Context: an optimization exercise on an open-source flow, tuned for small area. The choices shown serve that exercise and are no tape-out recipe.
Function was checked by simulation only, so behaviour that the tests miss may differ from the original.

==> run a <==
==> flow/design.v <==
module queue
#(parameter data_width = 32,
            address_width = 5,
            max_data = 2**address_width
)
(
    input wire clk, reset,
    input wire read_cmd, write_cmd,
    input wire [data_width-1:0] write_data,
    output reg [data_width-1:0] read_data,
    output wire full,
    output wire empty
);
reg [address_width:0] q;
assign empty = ~q[address_width];
assign full  = q[address_width] & ~(|q[address_width-1:0]);
wire shift = write_cmd & (~full | read_cmd);
wire [data_width-1:0] word [0:max_data-1];
wire [data_width-1:0] din = full ? word[max_data-1] : write_data;
genvar i, b;
generate
    for (i = 0; i < max_data; i = i + 1) begin : g_word
        reg [data_width-1:0] r;
        if (i == 0) begin : g_in
            always @(posedge clk)
                if (shift)
                    r <= din;
        end else begin : g_up
            always @(posedge clk)
                if (shift)
                    r <= word[i-1];
        end
        assign word[i] = r;
    end
endgenerate
localparam NS = max_data + 2;
wire [NS-1:0] sel;
generate
    for (i = 0; i < max_data; i = i + 1) begin : g_sel
        assign sel[i] = read_cmd & q[address_width] &
                        (q[address_width-1:0] == ~i[address_width-1:0]);
    end
endgenerate
assign sel[max_data]   = read_cmd & ~q[address_width];
assign sel[max_data+1] = ~read_cmd;
wire [data_width-1:0] rd_next;
generate
    for (b = 0; b < data_width; b = b + 1) begin : g_bit
        wire [NS-1:0] d;
        for (i = 0; i < max_data; i = i + 1) begin : g_d
            assign d[i] = word[i][b];
        end
        assign d[max_data]   = write_data[b];
        assign d[max_data+1] = read_data[b];
        queue_sel34 u_sel (.s(sel), .d(d), .y(rd_next[b]));
    end
endgenerate
always @(posedge clk)
    read_data <= rd_next;
wire do_write = write_cmd & ~full;
wire do_read  = read_cmd & ~empty;
always @(posedge clk, posedge reset) begin
    if (reset)
        q <= {(address_width+1){1'b0}};
    else if (do_write & ~read_cmd)
        q <= q - 1'b1;
    else if (do_read & ~write_cmd)
        q <= q + 1'b1;
end
endmodule
module queue_sel34 (input wire [33:0] s, input wire [33:0] d, output wire y);
    wire [11:0] n;
    genvar k;
    generate
        for (k = 0; k < 11; k = k + 1) begin : g_a
            queue_aoi222 u_a (.s(s[3*k+2:3*k]), .d(d[3*k+2:3*k]), .y(n[k]));
        end
    endgenerate
    queue_nand2 u_b (.a(s[33]), .b(d[33]), .y(n[11]));
    wire [2:0] m;
    queue_nand4 u_c0 (.a(n[3:0]),  .y(m[0]));
    queue_nand4 u_c1 (.a(n[7:4]),  .y(m[1]));
    queue_nand4 u_c2 (.a(n[11:8]), .y(m[2]));
    queue_or3 u_d (.a(m), .y(y));
endmodule
module queue_aoi222 (input wire [2:0] s, input wire [2:0] d, output wire y);
    assign y = ~|(s & d);
endmodule
module queue_nand2 (input wire a, input wire b, output wire y);
    assign y = ~(a & b);
endmodule
module queue_nand4 (input wire [3:0] a, output wire y);
    assign y = ~&a;
endmodule
module queue_or3 (input wire [2:0] a, output wire y);
    assign y = |a;
endmodule
==> flow/run.sh <==
#!/bin/bash
# synth_recipe.tcl (not shown) runs the flow's synth.tcl, then flattens the netlist and writes it again
# the make line also repeats each setting of config.mk as NAME=value (left out here)
make -C /OpenROAD-flow-scripts/flow DESIGN_CONFIG=/design/flow/config.mk WORK_HOME=/design/flow/orfs CLKGATE_MAP_FILE= SYNTH_SCRIPT=/design/flow/synth_recipe.tcl finish
==> flow/config.mk <==
export PLATFORM = sky130hd
export DESIGN_NAME = queue
export DESIGN_NICKNAME = queue
export VERILOG_FILES = /design/flow/design.v
export SDC_FILE = /design/flow/constraint.sdc
export NUM_CORES = 4
export LEC_CHECK = 0
export CAP_MARGIN = 30
export CORE_MARGIN = 2
export CORE_UTILIZATION = 40
export SLEW_MARGIN = 30
export SYNTH_HIERARCHICAL = 1
==> flow/constraint.sdc <==
create_clock -name core_clock -period 5.5 [get_ports {clk}]
set_input_delay 1.1000 -clock core_clock [delete_from_list [all_inputs] [get_ports {clk}]]
set_output_delay 1.1000 -clock core_clock [all_outputs]
set_load 0.01 [all_outputs]
==> inputs of run b, as changes to run a <==
==> flow/design.v, changed modules only <==
module queue
#(parameter data_width = 32,   
            address_width = 5,   
            max_data = 2**address_width  
)
(
    input wire clk, reset,
    input wire read_cmd, write_cmd,  
    input wire [data_width-1:0] write_data,   
    output reg [data_width-1:0] read_data,   
    output wire full,   
    output wire empty  
);
reg [data_width-1:0] queue_reg [max_data-1:0];
reg [address_width-1:0] front_reg, front_next;  
reg [address_width-1:0] rear_reg, rear_next;  
reg full_reg, full_next;
reg empty_reg, empty_next;
assign full = full_reg;
assign empty = empty_reg;
wire write_enable;  
assign write_enable = write_cmd & ~full_reg; 
always @(posedge clk) begin
    if (write_enable)
        queue_reg[rear_reg] = write_data; 
    if (read_cmd)
        read_data = queue_reg[front_reg];
end
always @(posedge clk, posedge reset) begin
    if (reset) begin
        empty_reg <= 1'b1;   
        full_reg <= 1'b0;   
        front_reg <= 0;
        rear_reg <= 0;
    end
    else begin
        front_reg <= front_next;
        rear_reg <= rear_next;
        full_reg <= full_next;
        empty_reg <= empty_next;
    end
end
always @* begin
    front_next = front_reg;
    rear_next = rear_reg;
    full_next = full_reg;
    empty_next = empty_reg;
    if({write_cmd, read_cmd} == 2'b01) begin  
        if(~empty_reg) begin  
            full_next = 1'b0;  
            front_next = front_reg + 1;
            if (front_next  == rear_reg)  
                empty_next = 1'b1; 
        end
    end
    else if ({write_cmd, read_cmd} == 2'b10) begin  
        if(~full_reg) begin  
            empty_next = 1'b0;
            rear_next = rear_reg + 1;
            if(rear_next == front_reg)
                full_next = 1'b1;
        end
    end
    else if  ({write_cmd, read_cmd} == 2'b11) begin  
        front_next = front_reg + 1;
        rear_next = rear_next + 1;
    end
end
endmodule
// module queue_sel34 removed
// module queue_aoi222 removed
// module queue_nand2 removed
// module queue_nand4 removed
// module queue_or3 removed
- SYNTH_HIERARCHICAL: 1 -> unset
==> inputs of run c, as changes to run a <==
==> flow/design.v, changed modules only <==
module queue
#(parameter data_width = 32,
            address_width = 5,
            max_data = 2**address_width
)
(
    input wire clk, reset,
    input wire read_cmd, write_cmd,
    input wire [data_width-1:0] write_data,
    output reg [data_width-1:0] read_data,
    output wire full,
    output wire empty
);
reg [address_width:0] q;
assign empty = ~q[address_width];
assign full  = q[address_width] & ~(|q[address_width-1:0]);
wire shift = write_cmd & (~full | read_cmd);
genvar i, b;
wire [data_width-1:0] word [0:max_data-1];
wire [data_width-1:0] din;
generate
    for (b = 0; b < data_width; b = b + 1) begin : g_din
        queue_ao22 u_din (.a(write_data[b]), .sa(~full), .b(word[max_data-1][b]),
                          .sb(full), .y(din[b]));
    end
endgenerate
generate
    for (i = 0; i < max_data; i = i + 1) begin : g_word
        reg [data_width-1:0] r;
        if (i == 0) begin : g_in
            always @(posedge clk)
                if (shift)
                    r <= din;
        end else begin : g_up
            always @(posedge clk)
                if (shift)
                    r <= word[i-1];
        end
        assign word[i] = r;
    end
endgenerate
localparam NS = max_data + 2;
wire [NS-1:0] sel;
generate
    for (i = 0; i < max_data; i = i + 1) begin : g_sel
        assign sel[i] = read_cmd & q[address_width] &
                        (q[address_width-1:0] == ~i[address_width-1:0]);
    end
endgenerate
assign sel[max_data]   = read_cmd & ~q[address_width];
assign sel[max_data+1] = ~read_cmd;
wire [data_width-1:0] rd_next;
generate
    for (b = 0; b < data_width; b = b + 1) begin : g_bit
        wire [NS-1:0] d;
        for (i = 0; i < max_data; i = i + 1) begin : g_d
            assign d[i] = word[i][b];
        end
        assign d[max_data]   = write_data[b];
        assign d[max_data+1] = read_data[b];
        queue_sel34 u_sel (.s(sel), .d(d), .y(rd_next[b]));
    end
endgenerate
always @(posedge clk)
    read_data <= rd_next;
wire do_write = write_cmd & ~full;
wire do_read  = read_cmd & ~empty;
always @(posedge clk, posedge reset) begin
    if (reset)
        q <= {(address_width+1){1'b0}};
    else if (do_write & ~read_cmd)
        q <= q - 1'b1;
    else if (do_read & ~write_cmd)
        q <= q + 1'b1;
end
endmodule
module queue_ao22 (input wire a, input wire sa, input wire b, input wire sb,
                   output wire y);
    assign y = (a & sa) | (b & sb);
endmodule
==> flow/flow/run.sh (new file) <==
#!/bin/bash
set -e
export BUFFER_PORTS_ARGS="-buffer_cell sky130_fd_sc_hd__buf_1"
export CTS_ARGS="-sink_clustering_enable -repair_clock_nets -buf_list sky130_fd_sc_hd__clkbuf_8 -sink_clustering_size 15 -sink_clustering_max_diameter 100 -dont_use_dummy_load"
bash standard.sh > standard.log 2>&1
==> flow/standard.sh (new file) <==
#!/bin/bash
# synth_recipe.tcl (not shown) runs the flow's synth.tcl, then flattens the netlist and writes it again
# the make line also repeats each setting of config.mk as NAME=value (left out here)
make -C /OpenROAD-flow-scripts/flow DESIGN_CONFIG=/design/flow/config.mk WORK_HOME=/design/flow/orfs CLKGATE_MAP_FILE= SYNTH_SCRIPT=/design/flow/synth_recipe.tcl "${@:-finish}"
- CTS_BUF_LIST: unset -> sky130_fd_sc_hd__clkbuf_8
- CTS_CLUSTER_DIAMETER: unset -> 100
- CTS_CLUSTER_SIZE: unset -> 15
removed: flow/run.sh
==> inputs of run d, as changes to run a <==
==> flow/design.v, changed modules only <==
module queue
#(parameter data_width = 32,
            address_width = 5,
            max_data = 2**address_width
)
(
    input wire clk, reset,
    input wire read_cmd, write_cmd,
    input wire [data_width-1:0] write_data,
    output reg [data_width-1:0] read_data,
    output wire full,
    output wire empty
);
reg [address_width:0] q;
assign empty = ~q[address_width];
assign full  = q[address_width] & ~(|q[address_width-1:0]);
wire shift = write_cmd & (~full | read_cmd);
genvar i, b;
wire [data_width-1:0] word [0:max_data-1];
wire [data_width-1:0] din;
generate
    for (b = 0; b < data_width; b = b + 1) begin : g_din
        queue_ao22 u_din (.a(write_data[b]), .sa(~full), .b(word[max_data-1][b]),
                          .sb(full), .y(din[b]));
    end
endgenerate
generate
    for (i = 0; i < max_data; i = i + 1) begin : g_word
        reg [data_width-1:0] r;
        if (i == 0) begin : g_in
            always @(posedge clk)
                if (shift)
                    r <= din;
        end else begin : g_up
            always @(posedge clk)
                if (shift)
                    r <= word[i-1];
        end
        assign word[i] = r;
    end
endgenerate
localparam NS = max_data + 2;
wire [NS-1:0] sel;
generate
    for (i = 0; i < max_data; i = i + 1) begin : g_sel
        assign sel[i] = read_cmd & q[address_width] &
                        (q[address_width-1:0] == ~i[address_width-1:0]);
    end
endgenerate
assign sel[max_data]   = read_cmd & ~q[address_width];
assign sel[max_data+1] = ~read_cmd;
wire [data_width-1:0] rd_next;
generate
    for (b = 0; b < data_width; b = b + 1) begin : g_bit
        wire [NS-1:0] d;
        for (i = 0; i < max_data; i = i + 1) begin : g_d
            assign d[i] = word[i][b];
        end
        assign d[max_data]   = write_data[b];
        assign d[max_data+1] = read_data[b];
        queue_sel34 u_sel (.s(sel), .d(d), .y(rd_next[b]));
    end
endgenerate
always @(posedge clk)
    read_data <= rd_next;
wire do_write = write_cmd & ~full;
wire do_read  = read_cmd & ~empty;
always @(posedge clk, posedge reset) begin
    if (reset)
        q <= {(address_width+1){1'b0}};
    else if (do_write & ~read_cmd)
        q <= q - 1'b1;
    else if (do_read & ~write_cmd)
        q <= q + 1'b1;
end
endmodule
module queue_ao22 (input wire a, input wire sa, input wire b, input wire sb,
                   output wire y);
    assign y = (a & sa) | (b & sb);
endmodule
- CTS_BUF_LIST: unset -> sky130_fd_sc_hd__clkbuf_8
- CTS_CLUSTER_DIAMETER: unset -> 100
- CTS_CLUSTER_SIZE: unset -> 15
==> notes <==
In run b the synthesized cell count is larger than in run a, by 150%.
The highest hold slack belongs to run d, the lowest to run c.
Of run d and run a, run d has the higher critical path depth (gap 1).
Run c finished clean. Run a produced a clean layout. Run b completed with no timing, DRC or antenna violations. Run d ran to the end with no violations.
Die area is the same in run d and run c.
Between run c and run b, the lower clock skew is in run b (gap 0.0029 ns).
Wire length: run a < run d < run c < run b.
Of run a and run b, run b has the higher via count (gap 43%, measured against run b).
Against run b, the flip-flop and latch count of run c is lower by 6.
The highest sequential share of layout area belongs to run c, the lowest to run b.

-- re-timing with driven ports --
Ports are ideal in the flow. The routed layouts listed here were re-timed in OpenROAD. Step 1 sets driving cells, clkbuf_16 on the clock port and buf_2 on the other inputs (assumed; they add their load-dependent delay and slew). Step 2 adds t to the input delays and takes it off the output delays; t is the mean of the earliest and latest rising clock arrival at the registers after step 1. Input paths then give back, and output paths get back, about the clock's delay inside the block. Slacks: ideal ports / drivers / drivers and shift; pairs: ideal ports / drivers.
run | shift t [ns] | slack for setup (ns) | hold WS [ns] | worst setup path at the end | pins driven straight from the clock port
run a | 0.719 | 1.394 / 1.325 / 1.185 | 0.437 / 0.437 / 0.437 | input to register | 1
run b | 0.768 | 0.302 / 0.302 / -0.175 | 0.435 / 0.435 / 0.435 | input to register | 1
run c | 0.745 | 1.196 / 1.131 / 1.417 | 0.309 / 0.262 / 0.418 | register to register | 1
run d | 0.769 | 0.860 / 0.793 / 1.211 | 0.442 / 0.442 / 0.442 | input to register | 1
Met with ideal ports but missed after step 2: setup timing in run b. For run b, which loses most, drivers alone change the setup slack by 0.000 ns; drivers and shift together by -0.477 ns.
